From an optimization exercise on the open Yosys and OpenROAD flow, aimed at small area and a short achievable clock period; shortcuts taken in it are not production practice.
RTL that was checked went through simulation tests only; none was proved equivalent to the original.
Only the layout flow was run in run 1; the RTL was not checked for function there.
Power and IR drop assume default switching activity.

===== flow/design.v =====
`timescale 1ns / 1ps
module RISCuva0 ( clk, reset,
                  progAddress, progData, progReset,
                  dataIn, dataOut,
                  portAddress, portRead, portWrite,
                  intReq, intAck );
    input        clk, reset;
    output [9:0] progAddress;
    input [13:0] progData;
    output       progReset;
    input  [7:0] dataIn;
    output [7:0] dataOut;
    output [7:0] portAddress;
    output       portRead;
    output       portWrite;
    input        intReq;
    output       intAck;
    wire [1:0] opA = progData[13:12];
    wire [1:0] opB = progData[11:10];
    wire [1:0] opC = progData[9:8];
    wire [3:0] rM  = progData[7:4];
    wire [3:0] rN  = progData[3:0];
    wire [9:0] immAddr = progData[9:0];
    wire [7:0] immData = progData[11:4];
    wire MISC = (opA == 2'b00);
    wire JP   = (opA == 2'b01);
    wire LOAD = (opA == 2'b10);
    wire ALU  = (opA == 2'b11);
    wire rets    = MISC & (opB == 2'b10);
    wire onRet   = rets & ~opC[1];               
    wire isRETI  = rets & (opC == 2'b01);
    wire isDI    = rets & (opC == 2'b10);
    wire isEI    = rets & (opC == 2'b11);
    wire isCALL  = MISC & (opB == 2'b00);
    wire writeRF = opA[1];                       
    logic [7:0]  rf [0:15];
    logic [11:0] stackMem [0:15];
    logic [3:0]  SP;
    logic [9:0]  PC;
    logic [7:0]  nextPort;
    logic        zeroFlag, carryFlag;
    logic        userEI, intAckR, callingIRQ;
    wire [7:0] busN = rf[rN];
    wire [7:0] busM = rf[rM];
    assign portRead  = ALU & (opB == 2'b11);
    assign portWrite = MISC & (opB == 2'b11);
    assign dataOut   = busN;
    assign portAddress = (opC == 2'b00) ? busM :
                         (opC == 2'b01) ? nextPort : {3'b111, progData[8:4]};
    assign intAck = intAckR;
    logic [7:0] logicALU;
    logic       logicCarry;
    always_comb
        case (opC)
            2'b00: begin logicALU = busM;           logicCarry = carryFlag; end
            2'b01: begin logicALU = busN ~^ busM;   logicCarry = carryFlag; end
            2'b10: begin logicALU = busN | busM;    logicCarry = 1'b0;      end
            default: begin logicALU = busN & busM;  logicCarry = 1'b1;      end
        endcase
    wire       isSub = opC[1];
    wire [7:0] altM  = isSub ? ~busM : busM;
    wire       cin   = opC[0] ? (isSub ? ~carryFlag : carryFlag) : isSub;
    wire [7:0] hx = busN ^ altM;
    wire [7:0] ho = busN | altM;
    wire [7:0] g0 = busN & altM;
    wire [7:0] p0 = hx;
    wire [7:0] g1, p1, g2, p2, g3, p3;
    assign g1[0] = g0[0];              assign p1[0] = p0[0];
    assign g1[7:1] = g0[7:1] | (p0[7:1] & g0[6:0]);
    assign p1[7:1] = p0[7:1] & p0[6:0];
    assign g2[1:0] = g1[1:0];          assign p2[1:0] = p1[1:0];
    assign g2[7:2] = g1[7:2] | (p1[7:2] & g1[5:0]);
    assign p2[7:2] = p1[7:2] & p1[5:0];
    assign g3[3:0] = g2[3:0];          assign p3[3:0] = p2[3:0];
    assign g3[7:4] = g2[7:4] | (p2[7:4] & g2[3:0]);
    assign p3[7:4] = p2[7:4] & p2[3:0];
    wire [8:1] c = g3 | (p3 & {8{cin}});
    wire [7:0] arithALU   = hx ^ {c[7:1], cin};
    wire       arithCarry = isSub ? ~c[8] : c[8];
    wire       arithZero = ~(hx[0] ^ cin) & ((hx[7:1] ^ ho[6:0]) == 7'b0);
    logic [7:0] shiftALU;
    logic       shiftCarry;
    always_comb
        case (opC)
            2'b00: {shiftALU, shiftCarry} = {busN[7], busN};
            2'b01: {shiftALU, shiftCarry} = {carryFlag, busN};
            2'b10: {shiftALU, shiftCarry} = {busN[0], busN};
            default: {shiftALU, shiftCarry} = {busN[6:0], busN[7], busN[7]};
        endcase
    logic [7:0] aluRes;
    logic       aluZero;
    always_comb
        case (opB)
            2'b00: begin aluRes = logicALU; aluZero = (logicALU == 8'h00); end
            2'b01: begin aluRes = arithALU; aluZero = arithZero;            end
            2'b10: begin aluRes = shiftALU; aluZero = (shiftALU == 8'h00); end
            default: begin aluRes = dataIn; aluZero = (dataIn == 8'h00);    end
        endcase
    wire [7:0] dataBus  = opA[0] ? aluRes  : immData;
    wire       dataZero = opA[0] ? aluZero : (immData == 8'h00);
    always @(posedge clk)
        for (int i = 0; i < 16; i++)
            if (reset && i < 2)
                rf[i] <= (i == 1) ? 8'd1 : 8'd0;
            else if (~reset && writeRF && rN == i)
                rf[i] <= dataBus;
    always @(posedge clk)
        if (reset)
            nextPort <= 8'd0;
        else if (portRead | portWrite)
            nextPort <= portAddress + 8'd1;
    wire mayIRQ   = ~(rets | portWrite | portRead);
    wire validIRQ = intReq & ~intAckR & userEI & mayIRQ;
    always @(posedge clk) begin
        if (reset)     userEI <= 1'b0;
        else if (isDI) userEI <= 1'b0;
        else if (isEI) userEI <= 1'b1;
        if (reset)         intAckR <= 1'b0;
        else if (validIRQ) intAckR <= 1'b1;
        else if (isRETI)   intAckR <= 1'b0;
        if (reset) callingIRQ <= 1'b0;
        else       callingIRQ <= validIRQ;
    end
    wire [3:0]  SPp1     = SP + 4'd1;
    wire [11:0] stackTop = stackMem[SP];
    always @(posedge clk)
        if (isRETI)
            {carryFlag, zeroFlag} <= stackTop[11:10];
        else begin
            if (writeRF)
                zeroFlag <= dataZero;
            if (ALU & (opB != 2'b11))
                carryFlag <= (opB == 2'b00) ? logicCarry :
                             (opB == 2'b10) ? shiftCarry : arithCarry;
        end
    logic validFlag;
    always_comb
        case (opB)
            2'b00: validFlag =  zeroFlag;
            2'b01: validFlag = ~zeroFlag;
            2'b10: validFlag =  carryFlag;
            default: validFlag = ~carryFlag;
        endcase
    wire       onJump = (MISC & ~opB[1]) | (JP & validFlag);
    wire [9:0] incrPC = callingIRQ ? PC : PC + 10'd1;
    wire [9:0] nextPC = onJump ? {immAddr[9:1], immAddr[0] | callingIRQ} :
                        onRet  ? stackTop[9:0] : incrPC;
    always @(posedge clk)
        if (reset) PC <= 10'd0;
        else       PC <= nextPC;
    assign progAddress = nextPC;
    assign progReset   = reset | validIRQ;
    always @(posedge clk)
        if (reset)       SP <= 4'd15;
        else if (isCALL) SP <= SPp1;
        else if (onRet)  SP <= SP - 4'd1;
    always @(posedge clk)
        if (isCALL)
            stackMem[SPp1] <= {carryFlag, zeroFlag, incrPC};
endmodule

===== flow/flow/run.sh =====
#!/bin/bash
# Standard layout, except that the ports get plain buffers of a chosen size
# (inputs and outputs separately) instead of the delay cells buffer_ports
# picks by default.
set -euo pipefail
here=$(pwd)
res=$here/orfs/results/sky130hd/RISCuva0/base
bash standard.sh synth floorplan > standard_floorplan.log 2>&1
cat > buffer_ports.tcl <<EOT
read_liberty \$::env(FLOW_HOME)/platforms/sky130hd/lib/sky130_fd_sc_hd__tt_025C_1v80.lib
read_db $res/2_floorplan.odb
read_sdc $res/2_floorplan.sdc
remove_buffers
buffer_ports -inputs -buffer_cell sky130_fd_sc_hd__buf_4
buffer_ports -outputs -buffer_cell sky130_fd_sc_hd__buf_2
write_db $res/2_floorplan.odb
EOT
openroad -no_init -exit buffer_ports.tcl > buffer_ports.log 2>&1
bash standard.sh DONT_BUFFER_PORTS=1 finish > standard_finish.log 2>&1

===== flow/standard.sh =====
#!/bin/bash
# synth_recipe.tcl (not shown) runs the flow's synth.tcl, then flattens the netlist and writes it again
# the make line also repeats each setting of config.mk as NAME=value (left out here)
make -C /OpenROAD-flow-scripts/flow DESIGN_CONFIG=/design/flow/config.mk WORK_HOME=/design/flow/orfs CLKGATE_MAP_FILE= SYNTH_SCRIPT=/design/flow/synth_recipe.tcl "${@:-finish}"

===== flow/config.mk =====
export PLATFORM = sky130hd
export DESIGN_NAME = RISCuva0
export DESIGN_NICKNAME = RISCuva0
export VERILOG_FILES = /design/flow/design.v
export SDC_FILE = /design/flow/constraint.sdc
export NUM_CORES = 4
export LEC_CHECK = 0
export ABC_AREA = 1
export CAP_MARGIN = 20
export CORE_MARGIN = 2
export CORE_UTILIZATION = 50
export CTS_BUF_LIST = sky130_fd_sc_hd__clkbuf_8
export CTS_CLUSTER_DIAMETER = 50
export CTS_CLUSTER_SIZE = 16
export SETUP_SLACK_MARGIN = 2.0
export SLEW_MARGIN = 20

===== flow/constraint.sdc =====
create_clock -name core_clock -period 7.0 [get_ports {clk}]
set_input_delay 1.4000 -clock core_clock [delete_from_list [all_inputs] [get_ports {clk}]]
set_output_delay 1.4000 -clock core_clock [all_outputs]
set_load 0.01 [all_outputs]

==> out/qor_table.md, run 1 <==
| Parameter | This run | Unit |
| --- | --- | --- |
| P&R area growth vs syn | 8.41 | % |
| Global-route wire length before repair | 83400 | um |
| Final Cell Area | 19000 | um^2 |
| Global-route congestion overflow total | 0 | - |
| Worst max-slew margin expressed relative to the limit | 0.212 | - |
| Number of DRC violations after detailed routing | 0 | - |
| Core Util, Final | 0.551 | - |
| N_diodes | 0 | - |
| Clock latency at the later pin of the worst-skew pair | 0.59 | ns |
| Row count | 68 | - |
| Gp weighted congestion | 0.997 | - |
| Initial Util | 0.509 | - |
| Combined flip-flop and latch cell area | 10100 | um^2 |
| Worst setup margin | 2.09 | ns |
| Unrepaired setup endpoints after global routing | no | - |
| Kind of end point of the critical path | output pin | - |
| Worst min path class | reg -> reg | - |
| Capture point of the worst reg-to-reg path | rf[15][4] | - |
| Yosys top cell area share | 0.523 | - |
| Data required time at the worst endpoint | 5.60 | ns |
| Ports placed on the boundary | 55 | - |
| Via Count | 14100 | - |
| Die extent in y | 191 | um |
| Top area cells in the synthesized netlist | edfxtp_1 (52%), nand2_1 (12%), nor2_1 (5.1%), dfxtp_1 (5.1%), nand3_1 (3.9%) | - |
| Final clock skew | 0.0384 | ns |
| Hold wc startpoint | userEI | - |
| Status | timing/DRC/antenna clean | - |
| Port Buf Inserts | 0 | - |
| First DRT Iteration DRCs | 1462 | - |
| Reg2reg setup slack | 3.13 | ns |
| Number of cells traversed by the worst hold path | 2 | - |
| Mean area per synthesized cell | 9.13 | um^2 |
| Highest Clock Rate | 204 | MHz |
| Antenna violations before repair | 0 | - |
| Final wirelength | 57200 | um |
| Total half-perimeter wirelength after legalization and detailed placement | 39000 | um |
| Crit path time final | 4.91 | ns |
| Cell leakage power | 7.52 | nW |
| Overall track demand over capacity in global routing | 0.312 | - |
| Cell type with the largest total area after synthesis | edfxtp_1 | - |
| Post-detailed-route count of antenna-violating nets | 0 | - |
| Part of the Yosys area used for sequential elements | 0.574 | - |
| Clock Pin Slew Worst Setup and Hold Paths | 0.08 | ns |
| Post-Synthesis Cells | 1925 | - |
| Post-layout nets | 1993 | - |
| Pin count of the biggest net entering global routing | 65 | - |
| Area enclosed by the die boundary | 36700 | um^2 |
| CP Max Fanout | 11 | - |
| Number of global-route vias before repair | 13500 | - |
| Post-Syn Nets | 1991 | - |
| Core footprint | 34500 | um^2 |
| Final max-slew violation count | 0 | - |
| Count of different cell masters after synthesis | 45 | - |
| Element type at the critical path start | input port | - |
| Post-synthesis instance area | 17600 | um^2 |
| Detailed-router iteration count before antenna repair | 6 | - |
| Via count normalized by instance count | 5.85 | - |
| Post-synthesis sequential element count | 351 | - |
| Number of clock sinks | 351 | - |
| Placed instance area | 18200 | um^2 |
| Reg2Reg Depth | 15 | - |
| Tightest Pin Transition | 1.18 | ns |
| Category of the critical setup timing path | in -> out | - |
| Setup TNS | 0 | ns |
| Max-Cap Viols | 0 | - |
| Hold Vio Cnt, Final | 0 | - |
| Final Cycle Share | 0.702 | - |
| Share of final-layout standard cells stronger than drive strength 1 | 0.0871 | - |
| Fill cells | 3196 | - |
| Detail-routed net length per standard cell | 23.8 | um |
| Number of setup violations in the final report | 0 | - |
| Chip Width | 191 | um |
| Total CTS buffers | 35 | - |
| Pwr Density | 236 | nW/um^2 |
| Post-placement worst setup slack | 1.76 | ns |
| Number of levels the H-tree was split into | 2 | - |
| Worst reg2reg startpoint | rf[8][3] | - |
| Arrival time at the worst endpoint | 3.51 | ns |
| Area taken by multi-input logic gates | 6760 | um^2 |
| Number of buffers on the longest clock path | 3 | - |
| Peak VDD IR | 0.206 | mV |
| Clock tree root driver cell | clkbuf_8 | - |
| TritonCTS clock tree | done | - |
| Yosys Warn Count | 2 | - |
| Endpoint, Worst Hold | userEI | - |
-- cells in the mapped netlist, drive strengths merged --
library cell / n
nor3: 17
a221oi: 1
xnor2: 9
nand3b: 5
a31oi: 6
or2: 7
o21ai: 147
clkinv: 2
inv: 147
o22ai: 30
fa: 1
a21boi: 1
o221ai: 25
nand2: 551
clkbuf: 48
ha: 40
edfxtp: 306
xor2: 18
o211ai: 28
a21oi: 31
o31ai: 1
nand3: 141
dfxtp: 45
o2111ai: 3
nand4: 18
nor4: 2
nor2: 265
o32ai: 1
nor4b: 1
o21a: 1
o21bai: 3
buf: 21
a21o: 3
-- placed cells by master, fill, tap and decap left out, types with 9 or more instances in the layout --
cell type,synthesis,routed
nand2_1,540,540
edfxtp_1,306,306
nor2_1,241,240
inv_1,138,140
nand3_1,136,136
o21ai_0,132,132
dfxtp_1,45,44
ha_1,40,40
clkbuf_8,0,35
buf_4,3,33
a21oi_1,31,31
o22ai_1,30,30
o211ai_1,27,27
o221ai_1,25,25
nor2_2,23,24
nand4_1,18,18
xor2_1,18,15
nand2_2,11,11
o21ai_1,12,11
inv_2,8,9
xnor2_1,9,9
nor3_2,0,9
-- worst max-delay path, stage by stage --
cell	delay, ns
inv_1	0.10
nor2_2	0.36
inv_1	0.20
nor2_1	0.20
inv_1	0.18
nor2_2	0.58
o211ai_1	0.22
nand2_1	0.25
-- sequential cells by signal (all words and copies together), names as in the netlist, named ones only --
| register | cells |
|---|---|
| stackMem | 192 |
| PC | 10 |
| userEI | 1 |
| rf | 128 |
| intAckR | 1 |
| nextPort | 8 |
| carryFlag | 1 |
| callingIRQ | 1 |
| SP | 4 |
| zeroFlag | 1 |
-- logic make-up after synthesis --
| logic type | Yosys count | synth area share |
|---|---|---|
| and+or+nand+nor | 1007 | 0.238 |
| DFF | 351 | 0.574 |
| AOI/OAI and AO/OA | 281 | 0.0952 |
| buffers and inverters | 218 | 0.0491 |
| adders and majority gates | 41 | 0.0296 |
| xor gates and xnor gates | 27 | 0.0135 |
-- layout make-up --
| cell class | count | share of cell area |
|---|---|---|
| Sequential cell | 351 | 0.530 |
| Multi-Input combinational cell | 1357 | 0.355 |
| Tap cell | 455 | 0.0299 |
| Timing Repair Buffer | 33 | 0.0130 |
| Clock buffer | 35 | 0.0253 |
| Inverter | 149 | 0.0295 |
| Clock inverter | 27 | 0.0177 |
-- through the flow --
step,hold slack [ns],instances,power (mW)
final,0.481,2407,4.49
after CTS,0.480,2406,4.50
after global routing,0.497,2407,4.65
after detailed placement,0.465,2344,3.01
after floorplan,0.450,1925,2.82
after global placement,0.460,2344,3.00
-- how the worst max path moves through the flow --
stage	from	endpoint	slack, ns	depth (start not counted)
after global routing	progData[0]	rf[4][7]	2.01	25
after floorplan	progData[2]	rf[10][6]	2.74	22
after detailed placement	progData[1]	rf[15][4]	1.76	16
final	progData[11]	progAddress[1]	2.09	8
after CTS	progData[11]	progAddress[4]	2.18	9
after global placement	progData[1]	rf[12][4]	1.73	17
-- metal layers --
layer	vias up	GRT usage	part of all wire
met5	-	0	0
met4	0	0.140	0.048
met3	147	0.0571	0.085
met2	671	0.517	0.47
met1	6717	0.398	0.40
li1	6546	-	-
-- power breakdown --
part / internal (mW) / switching, mW
clock: 0.749 / 0.764
combinational: 0.173 / 0.457
sequential: 2.32 / 0.0205
total: 3.25 / 1.24
-- what timing repair did --
item / CTS / global route
hold buffers: 0 / 0
gates cloned: 0 / 1
pin swaps: 0 / 1
gates resized for setup: 1 / 0
setup endpoints to repair: 8 / 2
setup buffers: 0 / 0
endpoints found under the hold margin: 0 / 0
==> run 2, diff against run 1 <==
--- a/flow/design.v
+++ b/flow/design.v
@@ -40,8 +40,13 @@
     logic [7:0]  nextPort;
     logic        zeroFlag, carryFlag;
     logic        userEI, intAckR, callingIRQ;
-    wire [7:0] busN = rf[rN];
-    wire [7:0] busM = rf[rM];
+    wire [7:0] busN, busM;
+    RISCuva0_mux16 #(8) muxN (.sel(rN), .d0(rf[0]), .d1(rf[1]), .d2(rf[2]), .d3(rf[3]),
+        .d4(rf[4]), .d5(rf[5]), .d6(rf[6]), .d7(rf[7]), .d8(rf[8]), .d9(rf[9]),
+        .d10(rf[10]), .d11(rf[11]), .d12(rf[12]), .d13(rf[13]), .d14(rf[14]), .d15(rf[15]), .q(busN));
+    RISCuva0_mux16 #(8) muxM (.sel(rM), .d0(rf[0]), .d1(rf[1]), .d2(rf[2]), .d3(rf[3]),
+        .d4(rf[4]), .d5(rf[5]), .d6(rf[6]), .d7(rf[7]), .d8(rf[8]), .d9(rf[9]),
+        .d10(rf[10]), .d11(rf[11]), .d12(rf[12]), .d13(rf[13]), .d14(rf[14]), .d15(rf[15]), .q(busM));
     assign portRead  = ALU & (opB == 2'b11);
     assign portWrite = MISC & (opB == 2'b11);
     assign dataOut   = busN;
@@ -87,17 +92,17 @@
             2'b10: {shiftALU, shiftCarry} = {busN[0], busN};
             default: {shiftALU, shiftCarry} = {busN[6:0], busN[7], busN[7]};
         endcase
-    logic [7:0] aluRes;
-    logic       aluZero;
+    logic [7:0] otherRes;
     always_comb
-        case (opB)
-            2'b00: begin aluRes = logicALU; aluZero = (logicALU == 8'h00); end
-            2'b01: begin aluRes = arithALU; aluZero = arithZero;            end
-            2'b10: begin aluRes = shiftALU; aluZero = (shiftALU == 8'h00); end
-            default: begin aluRes = dataIn; aluZero = (dataIn == 8'h00);    end
+        case ({opA[0], opB})
+            3'b100:  otherRes = logicALU;
+            3'b110:  otherRes = shiftALU;
+            3'b111:  otherRes = dataIn;
+            default: otherRes = immData;
         endcase
-    wire [7:0] dataBus  = opA[0] ? aluRes  : immData;
-    wire       dataZero = opA[0] ? aluZero : (immData == 8'h00);
+    wire       isArith  = opA[0] & (opB == 2'b01);
+    wire [7:0] dataBus  = isArith ? arithALU  : otherRes;
+    wire       dataZero = isArith ? arithZero : (otherRes == 8'h00);
     always @(posedge clk)
         for (int i = 0; i < 16; i++)
             if (reset && i < 2)
@@ -122,7 +127,11 @@
         else       callingIRQ <= validIRQ;
     end
     wire [3:0]  SPp1     = SP + 4'd1;
-    wire [11:0] stackTop = stackMem[SP];
+    wire [11:0] stackTop;
+    RISCuva0_mux16 #(12) muxS (.sel(SP), .d0(stackMem[0]), .d1(stackMem[1]), .d2(stackMem[2]),
+        .d3(stackMem[3]), .d4(stackMem[4]), .d5(stackMem[5]), .d6(stackMem[6]), .d7(stackMem[7]),
+        .d8(stackMem[8]), .d9(stackMem[9]), .d10(stackMem[10]), .d11(stackMem[11]),
+        .d12(stackMem[12]), .d13(stackMem[13]), .d14(stackMem[14]), .d15(stackMem[15]), .q(stackTop));
     always @(posedge clk)
         if (isRETI)
             {carryFlag, zeroFlag} <= stackTop[11:10];
@@ -158,3 +167,13 @@
         if (isCALL)
             stackMem[SPp1] <= {carryFlag, zeroFlag, incrPC};
 endmodule
+module RISCuva0_mux16 #(parameter W = 8) (
+    input  [3:0]   sel,
+    input  [W-1:0] d0, d1, d2, d3, d4, d5, d6, d7, d8, d9, d10, d11, d12, d13, d14, d15,
+    output [W-1:0] q);
+    wire [W-1:0] a = sel[1] ? (sel[0] ? d3  : d2)  : (sel[0] ? d1  : d0);
+    wire [W-1:0] b = sel[1] ? (sel[0] ? d7  : d6)  : (sel[0] ? d5  : d4);
+    wire [W-1:0] c = sel[1] ? (sel[0] ? d11 : d10) : (sel[0] ? d9  : d8);
+    wire [W-1:0] d = sel[1] ? (sel[0] ? d15 : d14) : (sel[0] ? d13 : d12);
+    assign q = sel[3] ? (sel[2] ? d : c) : (sel[2] ? b : a);
+endmodule
==> out/qor_table.md, run 2 <==
| Parameter | This run | Unit |
| --- | --- | --- |
| Number of buffers on the longest clock path | 3 | - |
| Top area cells in the synthesized netlist | edfxtp_1 (53%), nand2_1 (9.6%), nor2_1 (5.2%), dfxtp_1 (4.7%), o21ai_0 (4.6%) | - |
| Antenna violations before repair | 0 | - |
| Crit path time final | 4.89 | ns |
| TritonCTS clock tree | done | - |
| Element type at the critical path start | input port | - |
| Yosys top cell area share | 0.525 | - |
| Clock group share of total power | 0.338 | - |
| Row count | 68 | - |
| Post-Syn Nets | 1948 | - |
| Reg2reg setup slack | 3.51 | ns |
| Global-route wire length before repair | 78300 | um |
| Gp weighted congestion | 0.912 | - |
| Pwr Density | 233 | nW/um^2 |
| Most common cell after layout, fill and taps aside | nand2_1 | - |
| Cell leakage power | 7.18 | nW |
| Post-layout nets | 1917 | - |
| Total CTS buffers | 36 | - |
| Arrival time at the worst endpoint | 3.49 | ns |
| Via count normalized by instance count | 5.80 | - |
| Peak VDD IR | 0.166 | mV |
| Design internal power | 3.15 | mW |
| Worst setup margin | 2.11 | ns |
| Pin count of the biggest net entering global routing | 104 | - |
| Power share of the combinational group | 0.129 | - |
| Worst reg2reg startpoint | rf[5][3] | - |
| Number of non-filler instances in the completed layout | 2336 | - |
| Reg with most FFs | stackMem | - |
| Clock Pin Slew Worst Setup and Hold Paths | 0.09 | ns |
| Number of clock sinks | 347 | - |
| N_diodes | 0 | - |
| Most frequent cells in the layout | nand2_1 (448), edfxtp_1 (306), nor2_1 (237), o21ai_0 (161), inv_1 (147) | - |
| Number of levels the H-tree was split into | 2 | - |
| Cell type with the largest total area after synthesis | edfxtp_1 | - |
| Worst max-slew margin expressed relative to the limit | 0.212 | - |
| Biggest registers after layout | stackMem x192, rf x128, PC x10 | - |
| Hold-fix buffer count after cts | 0 | - |
| Mean area per synthesized cell | 9.28 | um^2 |
| Placed cell count | 2270 | - |
| Final wirelength | 52000 | um |
| Clock tree root driver cell | clkbuf_8 | - |
| Dominant cell type by count on the critical path | nand2_1 | - |
| Top cells by count, synth | nand2_1 (448), edfxtp_1 (306), nor2_1 (241) | - |
| Max reg flops | 192 | - |
| Kind of end point of the critical path | output pin | - |
| Worst min path class | reg -> reg | - |
| Setup TNS | 0 | ns |
| Critical-path cell list | inv_1 > nand2_1 > nand2_1 > nand2_1 > nand3_1 > nand3_1 > nand2_1 > nand2_1 > nand3_2 | - |
| Unrepaired setup endpoints after global routing | no | - |
| Part of the Yosys area used for sequential elements | 0.572 | - |
| Most common flop cell mapped by yosys | edfxtp_1 | - |
| Final max-slew violation count | 0 | - |
| Max-Cap Viols | 0 | - |
| Post-detailed-route count of antenna-violating nets | 0 | - |
| Tightest Pin Transition | 1.18 | ns |
| Reg2Reg Depth | 15 | - |
| Stage delay of the slowest cell on the critical path | 0.85 | ns |
| Chip Width | 191 | um |
| CP Max Fanout | 103 | - |
| Yosys Warn Count | 3 | - |
| Ports placed on the boundary | 55 | - |
| Global-route congestion overflow total | 0 | - |
| Final Cycle Share | 0.699 | - |
| Highest-delay cell along the critical path | inv_1 | - |
| Number of DRC violations after detailed routing | 0 | - |
| Via Count | 13500 | - |
| Postcts setup bufs | 0 | - |
| Post-Synthesis Cells | 1884 | - |
| Portion of total power attributed to sequential cells | 0.533 | - |
| Port Buf Inserts | 0 | - |
| Hold Vio Cnt, Final | 0 | - |
| Number of enable-type register cells in the synthesized netlist | 306 | - |
| First DRT Iteration DRCs | 1170 | - |
| Data required time at the worst endpoint | 5.60 | ns |
| Post-synthesis instance area | 17500 | um^2 |
| Category of the critical setup timing path | in -> out | - |
| Initial Util | 0.507 | - |
| Post-synthesis sequential element count | 347 | - |
| Share of final-layout standard cells stronger than drive strength 1 | 0.0739 | - |
| Worst hold margin | 0.487 | ns |
| P&R area growth vs syn | 6.64 | % |
| Detailed-router iteration count before antenna repair | 6 | - |
| Detail-routed net length per standard cell | 22.3 | um |
| Highest Clock Rate | 204 | MHz |
| Core footprint | 34500 | um^2 |
| Switching power | 1.19 | mW |
| Number of global-route vias before repair | 12800 | - |
| Die extent in y | 191 | um |
| Clock latency at the later pin of the worst-skew pair | 0.59 | ns |
| Total half-perimeter wirelength after legalization and detailed placement | 33300 | um |
| Worst setup path start | progData[4] | - |
| Switching portion of total power | 0.274 | - |
| Final clock skew | 0.0318 | ns |
| Status | timing/DRC/antenna clean | - |
| Overall track demand over capacity in global routing | 0.288 | - |
| Most repeated cell in the gate-level netlist after synthesis | nand2_1 | - |
| Fraction of registers with async set or reset after synthesis | 0 | - |
| Post-placement worst setup slack | 1.89 | ns |
| Capture point of the worst reg-to-reg path | rf[9][6] | - |
| Count of different cell masters after synthesis | 45 | - |
| Termination of the worst setup path | portAddress[3] | - |
| Number of setup violations in the final report | 0 | - |
| Area enclosed by the die boundary | 36500 | um^2 |
| Power Total | 4.35 | mW |
-- run 2: logic make-up (layout without fill, tap and decap cells) --
group                    after synthesis  after routing  share of synthesized area
AO/OA/AOI/OAI                        373            373                      0.128
adder cells (fa/ha/maj)               39             39                     0.0283
buffers and inverters                251            248                     0.0610
XOR/XNOR                              27             27                     0.0135
flip-flops                           347            347                      0.572
AND/OR/NAND/NOR                      847            847                      0.197
-- run 2: routing by layer --
metal | global-route usage | vias to the layer above | wire (um) | part of all wire
met5 | 0 | - | 0 | 0
met4 | 0.130 | 0 | 2410 | 0.046
met3 | 0.0356 | 122 | 3460 | 0.067
met2 | 0.477 | 535 | 24800 | 0.48
met1 | 0.379 | 6480 | 21400 | 0.41
li1 | - | 6402 | - | -
-- run 2: layout make-up --
type	instances	area, um^2
multi-input cells	1286	6460
flip-flops and latches	347	10000
well taps	455	569
clock inverters	27	279
fillers	3125	15800
inverters	154	578
clock buffers	39	537
repair buffers	28	210
-- run 2: timing repair --
action	4_1_cts	5_1_grt
endpoints found under the hold margin	0	0
resized for setup	1	0
setup endpoints to repair	10	0
-- run 2: power by group through the flow --
stage	clock network [mW]	logic (mW)	registers, mW
5_1_grt	1.56	0.625	2.32
3_5_place_dp	0	0.551	2.36
4_1_cts	1.49	0.554	2.32
2_1_floorplan	0	0.418	2.36
3_3_place_gp	0	0.546	2.36
6_report	1.47	0.561	2.32
-- run 2: worst min-delay path by stage --
stage,startpoint,end,slack [ns],cells past startpoint
after CTS,userEI,userEI,0.49,2
after floorplan,userEI,userEI,0.45,2
after global placement,nextPort[1],nextPort[1],0.47,2
after global routing,userEI,userEI,0.50,2
final,userEI,userEI,0.49,2
after detailed placement,userEI,userEI,0.48,2
-- run 2: critical path: cells and delay by family --
family | cells | cell delay [ns]
AND/OR/NAND/NOR | 8 | 1.14
buffers and inverters | 1 | 0.85
-- run 2: per-stage QoR --
| step | util | area [um^2] |
|---|---|---|
| 6_report | 0.541 | 18600 |
| 5_1_grt | 0.541 | 18600 |
| 4_1_cts | 0.541 | 18600 |
| 3_5_place_dp | 0.517 | 17800 |
| 3_3_place_gp | 0.516 | 17800 |
| 2_1_floorplan | - | 17500 |
==> run 3, diff against run 2 <==
--- a/flow/config.mk
+++ b/flow/config.mk
@@ -5,12 +5,11 @@
 export SDC_FILE = /design/flow/constraint.sdc
 export NUM_CORES = 4
 export LEC_CHECK = 0
-export ABC_AREA = 1
 export CAP_MARGIN = 20
 export CORE_MARGIN = 2
 export CORE_UTILIZATION = 50
 export CTS_BUF_LIST = sky130_fd_sc_hd__clkbuf_8
 export CTS_CLUSTER_DIAMETER = 50
 export CTS_CLUSTER_SIZE = 16
-export SETUP_SLACK_MARGIN = 2.0
+export SETUP_SLACK_MARGIN = 2.5
 export SLEW_MARGIN = 20
==> out/qor_table.md, run 3 <==
| Parameter | This run | Unit |
| --- | --- | --- |
| Fraction of registers with async set or reset after synthesis | 0 | - |
| Overall track demand over capacity in global routing | 0.248 | - |
| Max-Cap Viols | 0 | - |
| Count of different cell masters after synthesis | 76 | - |
| Most repeated cell in the gate-level netlist after synthesis | edfxtp_1 | - |
| Worst min path class | reg -> reg | - |
| Final max-slew violation count | 0 | - |
| Die extent in y | 187 | um |
| Ports placed on the boundary | 55 | - |
| Status | timing/DRC/antenna clean | - |
| Switching portion of total power | 0.259 | - |
| Worst max-slew margin expressed relative to the limit | 0.244 | - |
| CP Max Fanout | 36 | - |
| Element type at the critical path start | input port | - |
| Most frequent cells in the layout | edfxtp_1 (306), mux4_2 (125), nor2_1 (91), nand2_1 (60), inv_1 (46) | - |
| Data required time at the worst endpoint | 5.60 | ns |
| Reg with most FFs | stackMem | - |
| Power share of the combinational group | 0.117 | - |
| Reg2reg setup slack | 3.08 | ns |
| Unrepaired setup endpoints after global routing | no | - |
| Top area cells in the synthesized netlist | edfxtp_1 (55%), mux4_2 (17%), dfxtp_1 (4.9%), ha_1 (2.8%), nor2_1 (2.1%) | - |
| Cell leakage power | 6.18 | nW |
| Termination of the worst setup path | portAddress[0] | - |
| Worst reg2reg startpoint | rf[7][0] | - |
| Detailed-router iteration count before antenna repair | 5 | - |
| Global-route congestion overflow total | 0 | - |
| Post-Syn Nets | 1170 | - |
| Initial Util | 0.504 | - |
| Capture point of the worst reg-to-reg path | rf[7][6] | - |
| Number of global-route vias before repair | 9812 | - |
| Hold Vio Cnt, Final | 0 | - |
| Via count normalized by instance count | 6.22 | - |
| Tightest Pin Transition | 1.13 | ns |
| Hold-fix buffer count after cts | 0 | - |
| Highest Clock Rate | 225 | MHz |
| Cell type with the largest total area after synthesis | edfxtp_1 | - |
| TritonCTS clock tree | done | - |
| Number of buffers on the longest clock path | 3 | - |
| Mean area per synthesized cell | 15.2 | um^2 |
| Number of DRC violations after detailed routing | 0 | - |
| Pwr Density | 235 | nW/um^2 |
| Row count | 67 | - |
| Final wirelength | 42600 | um |
| Part of the Yosys area used for sequential elements | 0.595 | - |
| Yosys Warn Count | 3 | - |
| Core footprint | 33400 | um^2 |
| Clock Pin Slew Worst Setup and Hold Paths | 0.07 | ns |
| Switching power | 1.12 | mW |
| Post-detailed-route count of antenna-violating nets | 0 | - |
| Number of non-filler instances in the completed layout | 1588 | - |
| Gp weighted congestion | 0.833 | - |
| Global-route wire length before repair | 63700 | um |
| Hold wc startpoint | nextPort[1] | - |
| Top cells by count, synth | edfxtp_1 (306), mux4_2 (125), nor2_1 (93) | - |
| Clock latency at the later pin of the worst-skew pair | 0.60 | ns |
| Most common cell after layout, fill and taps aside | edfxtp_1 | - |
| Kind of end point of the critical path | output pin | - |
| Crit path time final | 4.45 | ns |
| Post-synthesis sequential element count | 347 | - |
| Design internal power | 3.19 | mW |
| Yosys top cell area share | 0.546 | - |
| Arrival time at the worst endpoint | 3.05 | ns |
| Port Buf Inserts | 0 | - |
| Post-Synthesis Cells | 1106 | - |
| Biggest registers after layout | stackMem x192, rf x128, PC x10 | - |
| Post-synthesis instance area | 16800 | um^2 |
| Final clock skew | 0.0390 | ns |
| Share of final-layout standard cells stronger than drive strength 1 | 0.253 | - |
| Category of the critical setup timing path | in -> out | - |
| Setup TNS | 0 | ns |
| Peak VDD IR | 0.144 | mV |
| Number of cells traversed by the worst hold path | 2 | - |
| First DRT Iteration DRCs | 852 | - |
| Placed cell count | 1516 | - |
| Chip Width | 187 | um |
| Antenna violations before repair | 1 | - |
| Most common flop cell mapped by yosys | edfxtp_1 | - |
| Total CTS buffers | 37 | - |
| Final Cycle Share | 0.636 | - |
| Via Count | 9872 | - |
| P&R area growth vs syn | 9.00 | % |
| Reg2Reg Depth | 12 | - |
| Number of clock sinks | 347 | - |
| Worst setup path start | progData[4] | - |
| Number of setup violations in the final report | 0 | - |
| Total half-perimeter wirelength after legalization and detailed placement | 27100 | um |
| Pin count of the biggest net entering global routing | 49 | - |
| Area enclosed by the die boundary | 35100 | um^2 |
| Detail-routed net length per standard cell | 26.9 | um |
| Portion of total power attributed to sequential cells | 0.540 | - |
| Number of enable-type register cells in the synthesized netlist | 306 | - |
| Max reg flops | 192 | - |
| Clock group share of total power | 0.343 | - |
| Post-layout nets | 1175 | - |
| Number of levels the H-tree was split into | 2 | - |
| Clock tree root driver cell | clkbuf_8 | - |
run 3: power groups by stage:
stage	registers, mW	logic [mW]	clock network, mW
6_report	2.32	0.505	1.48
3_3_place_gp	2.38	0.486	0
4_1_cts	2.33	0.498	1.51
2_1_floorplan	2.37	0.406	0
5_1_grt	2.33	0.554	1.59
3_5_place_dp	2.38	0.491	0
run 3: worst min-delay path by stage:
stage | to | slack, ns
after floorplan | nextPort[1] | 0.45
after global placement | nextPort[1] | 0.47
after detailed placement | nextPort[6] | 0.49
after CTS | nextPort[6] | 0.50
after global routing | nextPort[3] | 0.52
final | nextPort[1] | 0.49
run 3: kinds of logic (layout without fill, tap and decap cells):
logic type	count (synthesis)	count (layout)	synth area share
buffers and inverters	119	152	0.0317
adders and majority gates	39	39	0.0295
AOI/OAI and AO/OA	154	154	0.0667
and+or+nand+nor	262	262	0.0744
xor gates and xnor gates	38	38	0.0198
other	0	1	0
muxes	147	147	0.183
DFF	347	347	0.595
run 3: area by class of cell:
class | count | area, um^2
fill | 2735 | 15000
sequential | 347 | 10000
multi-input combinational | 640 | 6420
tap | 448 | 561
clock buffer | 40 | 551
timing repair buffer | 37 | 314
clock inverter | 27 | 278
inverter | 48 | 185
antenna | 1 | 2.50
run 3: critical path, stage by stage:
cell	delay, ns
mux4_2	0.48
mux4_2	0.59
a211o_1	0.37
o21a_1	0.18
run 3: layer usage:
metal / vias to the layer above / GRT usage / routed length, um
met5: - / 0 / 0
met4: 0 / 0.0648 / 822
met3: 57 / 0.0508 / 3150
met2: 368 / 0.379 / 19800
met1: 5097 / 0.366 / 18900
li1: 4350 / - / -
run 3: what timing repair did:
item                                    in CTS  in global routing
setup buffers                                1                  3
pin swaps                                    0                  0
endpoints found under the setup margin      10                 20
gates resized for setup                      4                  3
run 3: metrics by stage:
| step | hold slack [ns] | cell area [um^2] | setup slack, ns | total power, mW | util |
|---|---|---|---|---|---|
| finish | 0.495 | 18300 | 2.55 | 4.31 | 0.549 |
| global route | 0.517 | 18300 | 2.50 | 4.47 | 0.549 |
| CTS | 0.502 | 18300 | 2.50 | 4.33 | 0.547 |
| detailed placement | 0.486 | 17400 | 2.13 | 2.87 | 0.521 |
| global placement | 0.474 | 17400 | 2.21 | 2.86 | 0.520 |
| floorplan | 0.452 | 16900 | 2.50 | 2.77 | - |
==> run 4, diff against run 3 <==
--- a/flow/config.mk
+++ b/flow/config.mk
@@ -11,5 +11,5 @@
 export CTS_BUF_LIST = sky130_fd_sc_hd__clkbuf_8
 export CTS_CLUSTER_DIAMETER = 50
 export CTS_CLUSTER_SIZE = 16
-export SETUP_SLACK_MARGIN = 2.5
+export SETUP_SLACK_MARGIN = 2.0
 export SLEW_MARGIN = 20
==> out/qor_table.md, run 4 <==
| Parameter | This run | Unit |
| --- | --- | --- |
| Via count normalized by instance count | 6.23 | - |
| Final wirelength | 41500 | um |
| Clock tree root driver cell | clkbuf_8 | - |
| Power Total | 4.14 | mW |
| Overall track demand over capacity in global routing | 0.240 | - |
| Reg2reg setup slack | 3.04 | ns |
| Postcts setup bufs | 0 | - |
| Count of different cell masters after synthesis | 76 | - |
| Crit path time final | 4.70 | ns |
| First DRT Iteration DRCs | 895 | - |
| Most common flop cell mapped by yosys | edfxtp_1 | - |
| Total CTS buffers | 34 | - |
| Post-synthesis instance area | 16800 | um^2 |
| Post-detailed-route count of antenna-violating nets | 0 | - |
| Data required time at the worst endpoint | 5.60 | ns |
| Number of clock sinks | 347 | - |
| Max-Cap Viols | 0 | - |
| Hold Vio Cnt, Final | 0 | - |
| Row count | 67 | - |
| Number of global-route vias before repair | 9739 | - |
| Count of instances resized after the clock tree is built | 0 | - |
| Number of DRC violations after detailed routing | 0 | - |
| Worst hold margin | 0.495 | ns |
| Cell type with the largest total area after synthesis | edfxtp_1 | - |
| Hold-fix buffer count after cts | 0 | - |
| Global-route wire length before repair | 62700 | um |
| Placed instance area | 17300 | um^2 |
| Most repeated cell in the gate-level netlist after synthesis | edfxtp_1 | - |
| Top cells by count, synth | edfxtp_1 (306), mux4_2 (125), nor2_1 (93) | - |
| Pin count of the biggest net entering global routing | 47 | - |
| Gp weighted congestion | 0.857 | - |
| Final Cycle Share | 0.671 | - |
| Final max-slew violation count | 0 | - |
| Detail-routed net length per standard cell | 26.4 | um |
| N_diodes | 0 | - |
| Cell leakage power | 6.06 | nW |
| CP Max Fanout | 43 | - |
| Top area cells in the synthesized netlist | edfxtp_1 (55%), mux4_2 (17%), dfxtp_1 (4.9%), ha_1 (2.8%), nor2_1 (2.1%) | - |
| Die extent in y | 187 | um |
| Chip Width | 187 | um |
| Max reg flops | 192 | - |
| Detailed-router iteration count before antenna repair | 5 | - |
| Unrepaired setup endpoints after global routing | no | - |
| Yosys Warn Count | 3 | - |
| Arrival time at the worst endpoint | 3.30 | ns |
| Post-layout nets | 1166 | - |
| Global-route congestion overflow total | 0 | - |
| Kind of end point of the critical path | output pin | - |
| Port Buf Inserts | 0 | - |
| Worst max-slew margin expressed relative to the limit | 0.231 | - |
| Via Count | 9786 | - |
| Worst setup margin | 2.30 | ns |
| Area enclosed by the die boundary | 35100 | um^2 |
| Post-placement worst setup slack | 2.02 | ns |
| Fraction of registers with async set or reset after synthesis | 0 | - |
| Tightest Pin Transition | 1.15 | ns |
| Total half-perimeter wirelength after legalization and detailed placement | 27000 | um |
| Highest Clock Rate | 213 | MHz |
| Post-synthesis sequential element count | 347 | - |
| Mean area per synthesized cell | 15.2 | um^2 |
| Clock latency at the later pin of the worst-skew pair | 0.56 | ns |
| Most frequent cells in the layout | edfxtp_1 (306), mux4_2 (125), nor2_1 (93), nand2_1 (61), inv_1 (48) | - |
| Pwr Density | 229 | nW/um^2 |
| Post-Synthesis Cells | 1106 | - |
| Final Cell Area | 18100 | um^2 |
| Status | timing/DRC/antenna clean | - |
| Antenna violations before repair | 0 | - |
| Number of levels the H-tree was split into | 2 | - |
| Post-Syn Nets | 1170 | - |
| Number of buffers on the longest clock path | 3 | - |
| P&R area growth vs syn | 7.37 | % |
| Core footprint | 33400 | um^2 |
| Number of enable-type register cells in the synthesized netlist | 306 | - |
| Category of the critical setup timing path | reg -> out | - |
| Clock Pin Slew Worst Setup and Hold Paths | 0.08 | ns |
| Biggest registers after layout | stackMem x192, rf x128, PC x10 | - |
| Peak VDD IR | 0.115 | mV |
| Reg with most FFs | stackMem | - |
| Setup TNS | 0 | ns |
| Number of setup violations in the final report | 0 | - |
| Part of the Yosys area used for sequential elements | 0.595 | - |
| Ports placed on the boundary | 55 | - |
| Most common cell after layout, fill and taps aside | edfxtp_1 | - |
| Initial Util | 0.504 | - |
| Share of final-layout standard cells stronger than drive strength 1 | 0.227 | - |
| Worst min path class | reg -> reg | - |
| Yosys top cell area share | 0.546 | - |
| Element type at the critical path start | flip-flop | - |
| TritonCTS clock tree | done | - |
| Final clock skew | 0.0260 | ns |
==> run 4: kinds of logic (layout without fill, tap and decap cells) <==
group | after synthesis | after routing | synth area share
xor gates and xnor gates | 38 | 38 | 0.0198
and+or+nand+nor | 262 | 262 | 0.0744
DFF | 347 | 347 | 0.595
adders and majority gates | 39 | 39 | 0.0295
muxes | 147 | 147 | 0.183
AOI/OAI and AO/OA | 154 | 154 | 0.0667
buffers and inverters | 119 | 137 | 0.0317
==> run 4: per-stage QoR <==
stage,utilization,instances
finish,0.541,1572
global route,0.541,1572
CTS,0.539,1570
detailed placement,0.518,1512
global placement,0.518,1512
floorplan,-,1106
==> run 4: critical path, stage by stage, from the launching register on <==
cell	delay [ns]
dfxtp_4	0.88
buf_4	0.45
mux4_2	0.56
mux4_2	0.48
o21ai_0	0.17
a21oi_1	0.18
==> run 4: per-layer routing <==
metal | vias up | routed length [um] | track usage
met3 | 51 | 2510 | 0.0407
li1 | 4317 | - | -
met1 | 5110 | 18700 | 0.354
met4 | 0 | 715 | 0.0521
met5 | - | 0 | 0
met2 | 308 | 19600 | 0.379
==> run 4: final timing paths <==
kind / from / endpoint / cells past startpoint
worst max register to register: rf[15][2] / rf[6][7] / 13
worst min register to register: nextPort[6] / nextPort[6] / 2
worst min-delay path: nextPort[6] / nextPort[6] / 2
worst max-delay path: SP[0] / progAddress[0] / 5
==> run 4: power breakdown <==
part / internal, mW / switching [mW]
clock network: 0.577 / 0.747
registers: 2.31 / 0.0245
logic: 0.192 / 0.288
total: 3.08 / 1.06
==> run 4: final cells by class <==
| class | instances | area (um^2) |
|---|---|---|
| clock buffers | 35 | 482 |
| clock inverters | 23 | 236 |
| fillers | 2736 | 15300 |
| inverters | 48 | 180 |
| multi-input cells | 640 | 6350 |
| flip-flops and latches | 347 | 10000 |
| well taps | 448 | 561 |
| repair buffers | 31 | 236 |
==> run 5, diff against run 4 <==
==> flow/flow/run.sh (replaced) <==
#!/bin/bash
# The standard layout, with plain buf_2 cells as the port buffers instead of
# the delay cells that buffer_ports picks by default. Each tool's output is
# in standard.log and orfs/logs/.
set -euo pipefail
bash standard.sh "BUFFER_PORTS_ARGS=-buffer_cell sky130_fd_sc_hd__buf_2" finish > standard.log 2>&1
--- a/flow/config.mk
+++ b/flow/config.mk
@@ -11,5 +11,5 @@
 export CTS_BUF_LIST = sky130_fd_sc_hd__clkbuf_8
 export CTS_CLUSTER_DIAMETER = 50
 export CTS_CLUSTER_SIZE = 16
-export SETUP_SLACK_MARGIN = 2.0
+export SETUP_SLACK_MARGIN = 2.8
 export SLEW_MARGIN = 20
==> out/qor_table.md, run 5 <==
| Parameter | This run | Unit |
| --- | --- | --- |
| Fraction of met1 tracks used by global routing | 0.396 | - |
| Global routing usage on met2 | 0.403 | - |
| Pwr Density | 224 | nW/um^2 |
| Peak VDD IR | 0.168 | mV |
| Top area cells in the synthesized netlist | edfxtp_1 (55%), mux4_2 (17%), dfxtp_1 (4.9%), ha_1 (2.8%), nor2_1 (2.1%) | - |
| Total CTS buffers | 37 | - |
| Gp weighted congestion | 0.877 | - |
| Reg2reg setup slack | 3.16 | ns |
| Total half-perimeter wirelength after legalization and detailed placement | 28100 | um |
| Worst min path class | reg -> reg | - |
| Number of cells traversed by the worst hold path | 2 | - |
| Number of DRC violations after detailed routing | 0 | - |
| Hold-fix buffer count after cts | 0 | - |
| Initial Util | 0.504 | - |
| Cell leakage power | 7.24 | nW |
| Final Cycle Share | 0.660 | - |
| Number of global-route vias before repair | 10800 | - |
| Data required time at the worst endpoint | 5.60 | ns |
| Area enclosed by the die boundary | 35100 | um^2 |
| Tightest Pin Transition | 1.08 | ns |
| Ports placed on the boundary | 55 | - |
| Capture point of the worst reg-to-reg path | nextPort[5] | - |
| Yosys top cell area share | 0.546 | - |
| Switching power | 1.24 | mW |
| Placed instance area | 17700 | um^2 |
| N_diodes | 0 | - |
| Combined flip-flop and latch cell area | 10000 | um^2 |
| Clock Pin Slew Worst Setup and Hold Paths | 0.08 | ns |
| Mean area per synthesized cell | 15.2 | um^2 |
| Row count | 67 | - |
| Reg with most FFs | stackMem | - |
| Count of different cell masters after synthesis | 76 | - |
| Portion of total power attributed to sequential cells | 0.508 | - |
| Share of final-layout standard cells stronger than drive strength 1 | 0.394 | - |
| Post-synthesis compound-gate area fraction | 0.0667 | - |
| Highest Clock Rate | 216 | MHz |
| Fill cells | 2499 | - |
| Worst setup path start | progData[4] | - |
| TritonCTS clock tree | done | - |
| Number of levels the H-tree was split into | 2 | - |
| Worst reg2reg startpoint | rf[10][3] | - |
| Core footprint | 33400 | um^2 |
| Antenna violations before repair | 0 | - |
| Post-synthesis sequential element count | 347 | - |
| Switching portion of total power | 0.270 | - |
| Area share of xor/xnor cells in the synthesized design | 0.0198 | - |
| Final wirelength | 46400 | um |
| Post-detailed-route count of antenna-violating nets | 0 | - |
| Post-layout nets | 1337 | - |
| Power Total | 4.58 | mW |
| Fraction of registers with async set or reset after synthesis | 0 | - |
| Top cells by count, synth | edfxtp_1 (306), mux4_2 (125), nor2_1 (93) | - |
| Simple-Gate Fraction of Synth Area | 0.0744 | - |
| Most common flop cell mapped by yosys | edfxtp_1 | - |
| Global-route wire length before repair | 68800 | um |
| Clock group share of total power | 0.325 | - |
| Chip Width | 187 | um |
| Hold Vio Cnt, Final | 0 | - |
| Final Cell Area | 20500 | um^2 |
| Via Count | 10900 | - |
| Via count normalized by instance count | 6.22 | - |
| Port Buf Inserts | 54 | - |
| Element type at the critical path start | input port | - |
| Kind of end point of the critical path | output pin | - |
| Part of the Yosys area used for sequential elements | 0.595 | - |
| Reg2Reg Depth | 22 | - |
| P&R area growth vs syn | 21.8 | % |
| Max-Cap Viols | 0 | - |
| M3 GR Usage | 0.0488 | - |
| Cell type with the largest total area after synthesis | edfxtp_1 | - |
| Number of buffers on the longest clock path | 3 | - |
| Crit path time final | 4.62 | ns |
| First DRT Iteration DRCs | 1149 | - |
| Worst max-slew margin expressed relative to the limit | 0.277 | - |
| Area taken by multi-input logic gates | 6920 | um^2 |
| Detail-routed net length per standard cell | 26.6 | um |
| Number of clock sinks | 347 | - |
| Unrepaired setup endpoints after global routing | yes | - |
| Max reg flops | 192 | - |
| Detailed-router iteration count before antenna repair | 5 | - |
| Biggest registers after layout | stackMem x192, rf x128, PC x10 | - |
| Arrival time at the worst endpoint | 3.22 | ns |
| Hold wc startpoint | intAckR | - |
| Post-Syn Nets | 1170 | - |
| Setup TNS | 0 | ns |
| Post-synthesis instance area | 16800 | um^2 |
| Pin count of the biggest net entering global routing | 46 | - |
| Most common cell after layout, fill and taps aside | edfxtp_1 | - |
| Final max-slew violation count | 0 | - |
| Core Util, Final | 0.614 | - |
| Most repeated cell in the gate-level netlist after synthesis | edfxtp_1 | - |
| Clock tree root driver cell | clkbuf_8 | - |
| Status | timing/DRC/antenna clean | - |
| Clock latency at the later pin of the worst-skew pair | 0.58 | ns |
| Most used routing layer | met2 | - |
| Dominant combinational cell family by area after synthesis | multiplexers | - |
| Most frequent cells in the layout | edfxtp_1 (306), mux4_2 (127), buf_4 (109), nor2_1 (87), nand2_1 (54) | - |
| Number of enable-type register cells in the synthesized netlist | 306 | - |
| Global-route congestion overflow total | 0 | - |
| Final clock skew | 0.0352 | ns |
| CP Max Fanout | 7 | - |
| Design internal power | 3.35 | mW |
| Post-Synth Adder-Cell Area | 0.0295 | - |
| Power share of the combinational group | 0.167 | - |
| Overall track demand over capacity in global routing | 0.265 | - |
| Post-Synthesis Cells | 1106 | - |
| Endpoint, Worst Hold | intAckR | - |
| Category of the critical setup timing path | in -> out | - |
| Number of setup violations in the final report | 0 | - |
| Die extent in y | 187 | um |
| Yosys Warn Count | 3 | - |
| Multiplexer area fraction after synthesis | 0.183 | - |
run 5: area by class of cell:
| class | instances | area share |
|---|---|---|
| clock inverters | 29 | 0.0156 |
| flip-flops and latches | 347 | 0.489 |
| multi-input cells | 641 | 0.338 |
| repair inverters | 1 | 0.000305 |
| clock buffers | 38 | 0.0255 |
| repair buffers | 197 | 0.0948 |
| inverters | 48 | 0.0100 |
| well taps | 448 | 0.0274 |
run 5: metrics by stage:
step                      worst slack [ns]  instances  hold WS (ns)
final                                 2.38       1749         0.480
after global routing                  2.34       1749         0.530
after global placement                1.48       1566         0.462
after CTS                             2.40       1714         0.479
after detailed placement              1.38       1567         0.467
after floorplan                       2.50       1106         0.452
run 5: repair_timing:
item,4_1_cts,5_1_grt
gates cloned,8,4
resized for setup,123,56
setup buffers,72,31
setup endpoints to repair,157,134
pin swaps,31,27
run 5: worst max path at each step:
stage | endpoint | slack [ns] | depth (start not counted)
finish | portAddress[5] | 2.38 | 8
global route | portAddress[0] | 2.34 | 6
CTS | portAddress[0] | 2.40 | 6
detailed placement | rf[15][7] | 1.38 | 15
global placement | rf[13][7] | 1.48 | 14
floorplan | rf[10][7] | 2.50 | 13
run 5: kinds of logic after synthesis:
family | count (synthesis)
buffers and inverters | 119
AOI/OAI and AO/OA | 154
xor gates and xnor gates | 38
muxes | 147
adders and majority gates | 39
DFF | 347
and+or+nand+nor | 262
run 5: metal layers:
metal,routed length (um),vias up
li1,-,4675
met1,20800,5694
met2,21100,435
met3,3430,74
met4,1110,0
met5,0,-
run 5: power by group through the flow:
| stage | Clock, mW | Combinational [mW] | Sequential, mW |
|---|---|---|---|
| 3_5_place_dp | 0 | 0.564 | 2.38 |
| 5_1_grt | 1.59 | 0.818 | 2.33 |
| 4_1_cts | 1.51 | 0.698 | 2.33 |
| 6_report | 1.49 | 0.765 | 2.33 |
| 2_1_floorplan | 0 | 0.411 | 2.36 |
| 3_3_place_gp | 0 | 0.557 | 2.38 |
run 5: critical path, cell delays in order:
cell and delay (ns):
buf_16 0.11, buf_4 0.11, buf_6 0.08, mux4_2 0.52, mux4_2 0.60, a21oi_4 0.19, inv_2 0.08, buf_6 0.12
==> run 6, diff against run 5 <==
--- a/flow/config.mk
+++ b/flow/config.mk
@@ -11,5 +11,5 @@
 export CTS_BUF_LIST = sky130_fd_sc_hd__clkbuf_8
 export CTS_CLUSTER_DIAMETER = 50
 export CTS_CLUSTER_SIZE = 16
-export SETUP_SLACK_MARGIN = 2.8
+export SETUP_SLACK_MARGIN = 2.5
 export SLEW_MARGIN = 20
==> out/qor_table.md, run 6 <==
| Parameter | This run | Unit |
| --- | --- | --- |
| Status | timing/DRC/antenna clean | - |
| Area enclosed by the die boundary | 35100 | um^2 |
| Post-synthesis instance area | 16800 | um^2 |
| Post-placement worst setup slack | 1.37 | ns |
| Initial Util | 0.504 | - |
| Switching portion of total power | 0.273 | - |
| Power share of the combinational group | 0.146 | - |
| Post-Synthesis Cells | 1106 | - |
| Post-synthesis sequential element count | 347 | - |
| Reg2reg setup slack | 3.14 | ns |
| Worst setup path start | progData[4] | - |
| P&R area growth vs syn | 15.3 | % |
| Number of global-route vias before repair | 10300 | - |
| Category of the critical setup timing path | in -> out | - |
| Number of setup violations in the final report | 0 | - |
| Max reg flops | 192 | - |
| Max-Cap Viols | 0 | - |
| Hold wc startpoint | nextPort[6] | - |
| Most common cell after layout, fill and taps aside | edfxtp_1 | - |
| Detailed-router iteration count before antenna repair | 6 | - |
| Yosys top cell area share | 0.546 | - |
| Unrepaired setup endpoints after global routing | yes | - |
| Placed cell count | 1582 | - |
| Worst reg2reg startpoint | rf[15][0] | - |
| Most frequent cells in the layout | edfxtp_1 (306), mux4_2 (125), nor2_1 (92), buf_4 (78), nand2_1 (58) | - |
| Crit path time final | 4.60 | ns |
| Number of enable-type register cells in the synthesized netlist | 306 | - |
| Tightest Pin Transition | 1.06 | ns |
| Clock Pin Slew Worst Setup and Hold Paths | 0.07 | ns |
| Number of buffers on the longest clock path | 3 | - |
| Final Cell Area | 19400 | um^2 |
| Top cells by count, synth | edfxtp_1 (306), mux4_2 (125), nor2_1 (93) | - |
| Via count normalized by instance count | 6.16 | - |
| Chip Width | 187 | um |
| Portion of total power attributed to sequential cells | 0.523 | - |
| Peak VDD IR | 0.174 | mV |
| Number of non-filler instances in the completed layout | 1699 | - |
| Cell type with the largest total area after synthesis | edfxtp_1 | - |
| Combined flip-flop and latch cell area | 10000 | um^2 |
| Post-layout nets | 1285 | - |
| Hold Vio Cnt, Final | 0 | - |
| Endpoint, Worst Hold | nextPort[6] | - |
| Reg with most FFs | stackMem | - |
| Global-route congestion overflow total | 0 | - |
| First DRT Iteration DRCs | 1246 | - |
| Placed instance area | 17700 | um^2 |
| Via Count | 10500 | - |
| Mean area per synthesized cell | 15.2 | um^2 |
| Count of different cell masters after synthesis | 76 | - |
| Fill cells | 2694 | - |
| Top area cells in the synthesized netlist | edfxtp_1 (55%), mux4_2 (17%), dfxtp_1 (4.9%), ha_1 (2.8%), nor2_1 (2.1%) | - |
| Share of final-layout standard cells stronger than drive strength 1 | 0.331 | - |
| Port Buf Inserts | 54 | - |
| Most common flop cell mapped by yosys | edfxtp_1 | - |
| Core footprint | 33400 | um^2 |
| Final max-slew violation count | 0 | - |
| Post-Syn Nets | 1170 | - |
| Area taken by multi-input logic gates | 6570 | um^2 |
| Clock latency at the later pin of the worst-skew pair | 0.59 | ns |
| Antenna violations before repair | 0 | - |
| Row count | 67 | - |
| Number of DRC violations after detailed routing | 0 | - |
| Number of cells traversed by the worst hold path | 2 | - |
| Pwr Density | 230 | nW/um^2 |
| Switching power | 1.21 | mW |
| Gp weighted congestion | 0.902 | - |
| Global-route wire length before repair | 66600 | um |
| Post-detailed-route count of antenna-violating nets | 0 | - |
| Pin count of the biggest net entering global routing | 37 | - |
| Final Cycle Share | 0.657 | - |
| Data required time at the worst endpoint | 5.60 | ns |
| Highest Clock Rate | 218 | MHz |
| Part of the Yosys area used for sequential elements | 0.595 | - |
| Final clock skew | 0.0443 | ns |
| Overall track demand over capacity in global routing | 0.260 | - |
| Setup TNS | 0 | ns |
| Clock group share of total power | 0.331 | - |
| Biggest registers after layout | stackMem x192, rf x128, PC x10 | - |
| Design internal power | 3.24 | mW |
| Die extent in y | 187 | um |
| Yosys Warn Count | 3 | - |
| Total CTS buffers | 39 | - |
| Total half-perimeter wirelength after legalization and detailed placement | 29700 | um |
| Worst setup margin | 2.40 | ns |
| TritonCTS clock tree | done | - |
| Final wirelength | 45400 | um |
| Worst min path class | reg -> reg | - |
| Reg2Reg Depth | 14 | - |
| Cell leakage power | 6.77 | nW |
| Detail-routed net length per standard cell | 26.7 | um |
| Ports placed on the boundary | 55 | - |
| Kind of end point of the critical path | output pin | - |
| Number of levels the H-tree was split into | 2 | - |
| Element type at the critical path start | input port | - |
| Clock tree root driver cell | clkbuf_8 | - |
| Arrival time at the worst endpoint | 3.20 | ns |
| Most repeated cell in the gate-level netlist after synthesis | edfxtp_1 | - |
| Worst max-slew margin expressed relative to the limit | 0.292 | - |
| Number of clock sinks | 347 | - |
| N_diodes | 0 | - |
| CP Max Fanout | 5 | - |
| Capture point of the worst reg-to-reg path | rf[1][7] | - |
| Fraction of registers with async set or reset after synthesis | 0 | - |
## run 6: cell counts after synthesis
No cell type changed its count.
## run 6: per-layer routing
metal / wire (um) / vias up / global-route usage / part of all wire
met1: 20000 / 5378 / 0.389 / 0.44
met4: 995 / 0 / 0.0678 / 0.022
met2: 20600 / 461 / 0.393 / 0.45
li1: - / 4564 / - / -
met5: 0 / - / 0 / 0
met3: 3830 / 68 / 0.0540 / 0.084
## run 6: timing repair
| action | CTS | global route |
|---|---|---|
| hold buffers | 0 | 0 |
| pin swaps | 5 | 10 |
| gates resized for setup | 57 | 22 |
| setup buffers | 28 | 14 |
| setup endpoints to repair | 131 | 62 |
| gates cloned | 2 | 2 |
## run 6: per-stage QoR
stage / util / total power, mW / hold WS [ns]
after detailed placement: 0.531 / 2.94 / 0.473
after floorplan: - / 2.77 / 0.452
after global routing: 0.581 / 4.62 / 0.529
after global placement: 0.531 / 2.93 / 0.465
after CTS: 0.573 / 4.46 / 0.484
final: 0.581 / 4.45 / 0.487
## run 6: cells by family (layout without fill, tap and decap cells)
family	count (synthesis)	in the layout	synth area share
muxes	147	147	0.183
AOI/OAI and AO/OA	154	154	0.0667
DFF	347	347	0.595
adders and majority gates	39	39	0.0295
and+or+nand+nor	262	262	0.0744
xor gates and xnor gates	38	38	0.0198
buffers and inverters	119	264	0.0317
## run 6: area by class of cell
type,instances,share of cell area
Clock buffer,40,0.0284
Clock inverter,31,0.0162
Inverter,48,0.00968
Multi-Input combinational cell,640,0.339
Sequential cell,347,0.516
Tap cell,448,0.0289
Timing Repair Buffer,144,0.0610
Timing Repair inverter,1,0.000387
## run 6: critical path: stages
cell and delay (ns):
buf_16 0.11, mux4_2 0.50, mux4_2 0.57, a211o_1 0.32, o21a_1 0.15, buf_2 0.15
## run 6: power by group through the flow
stage | Clock, mW | Sequential, mW | Combinational [mW]
2_1_floorplan | 0 | 2.37 | 0.406
3_3_place_gp | 0 | 2.38 | 0.556
3_5_place_dp | 0 | 2.38 | 0.560
4_1_cts | 1.52 | 2.33 | 0.612
5_1_grt | 1.59 | 2.33 | 0.699
6_report | 1.47 | 2.33 | 0.650
## run 6: worst max-delay path by stage
stage / slack (ns) / to
2_1_floorplan: 2.50 / rf[10][7]
3_3_place_gp: 1.48 / rf[0][0]
3_5_place_dp: 1.37 / rf[0][0]
4_1_cts: 2.42 / portAddress[0]
5_1_grt: 2.37 / portAddress[0]
6_report: 2.40 / portAddress[0]

==> afterwards: timing with drivers on the ports <==
The results above use ideal ports. As a check the final layouts listed here were re-extracted and re-timed, cells and wires unchanged.
Step 1: set_driving_cell puts a clkbuf_16 on clk and a buf_2 on each other input, an assumption about the parent block.
Step 2 moves the port delays by t, midway between the first and last clock arrival at a register: inputs arrive t later, outputs are due t later. That takes back most of the time a late clock gives input paths.
a / b / c = no drivers / after step 1 / after step 2; a / b = the first two.
| run | t, ns | setup WS [ns] | worst setup path at the end | slew violations | capacitance violations |
|---|---|---|---|---|---|
| run 1 | 0.615 | 2.088 / 1.855 / 1.529 | input to register | 0 / 0 | 0 / 0 |
| run 2 | 0.623 | 2.108 / 0.362 / -0.120 | input to register | 0 / 104 | 0 / 1 |
| run 3 | 0.634 | 2.550 / 1.545 / 1.033 | input to register | 0 / 0 | 0 / 0 |
| run 4 | 0.599 | 2.304 / 1.605 / 1.005 | input to register | 0 / 0 | 0 / 0 |
| run 5 | 0.616 | 2.377 / 2.149 / 1.678 | input to register | 0 / 0 | 0 / 0 |
| run 6 | 0.622 | 2.404 / 2.223 / 1.789 | input to register | 0 / 0 | 0 / 0 |
Met with ideal ports but missed after step 2: setup timing in run 2. With drivers on, slew violations rise in run 2. With drivers on, capacitance violations rise in run 2. The setup slack of run 2, which loses most, moves by -1.746 ns with the drivers and by -2.228 ns with both steps.
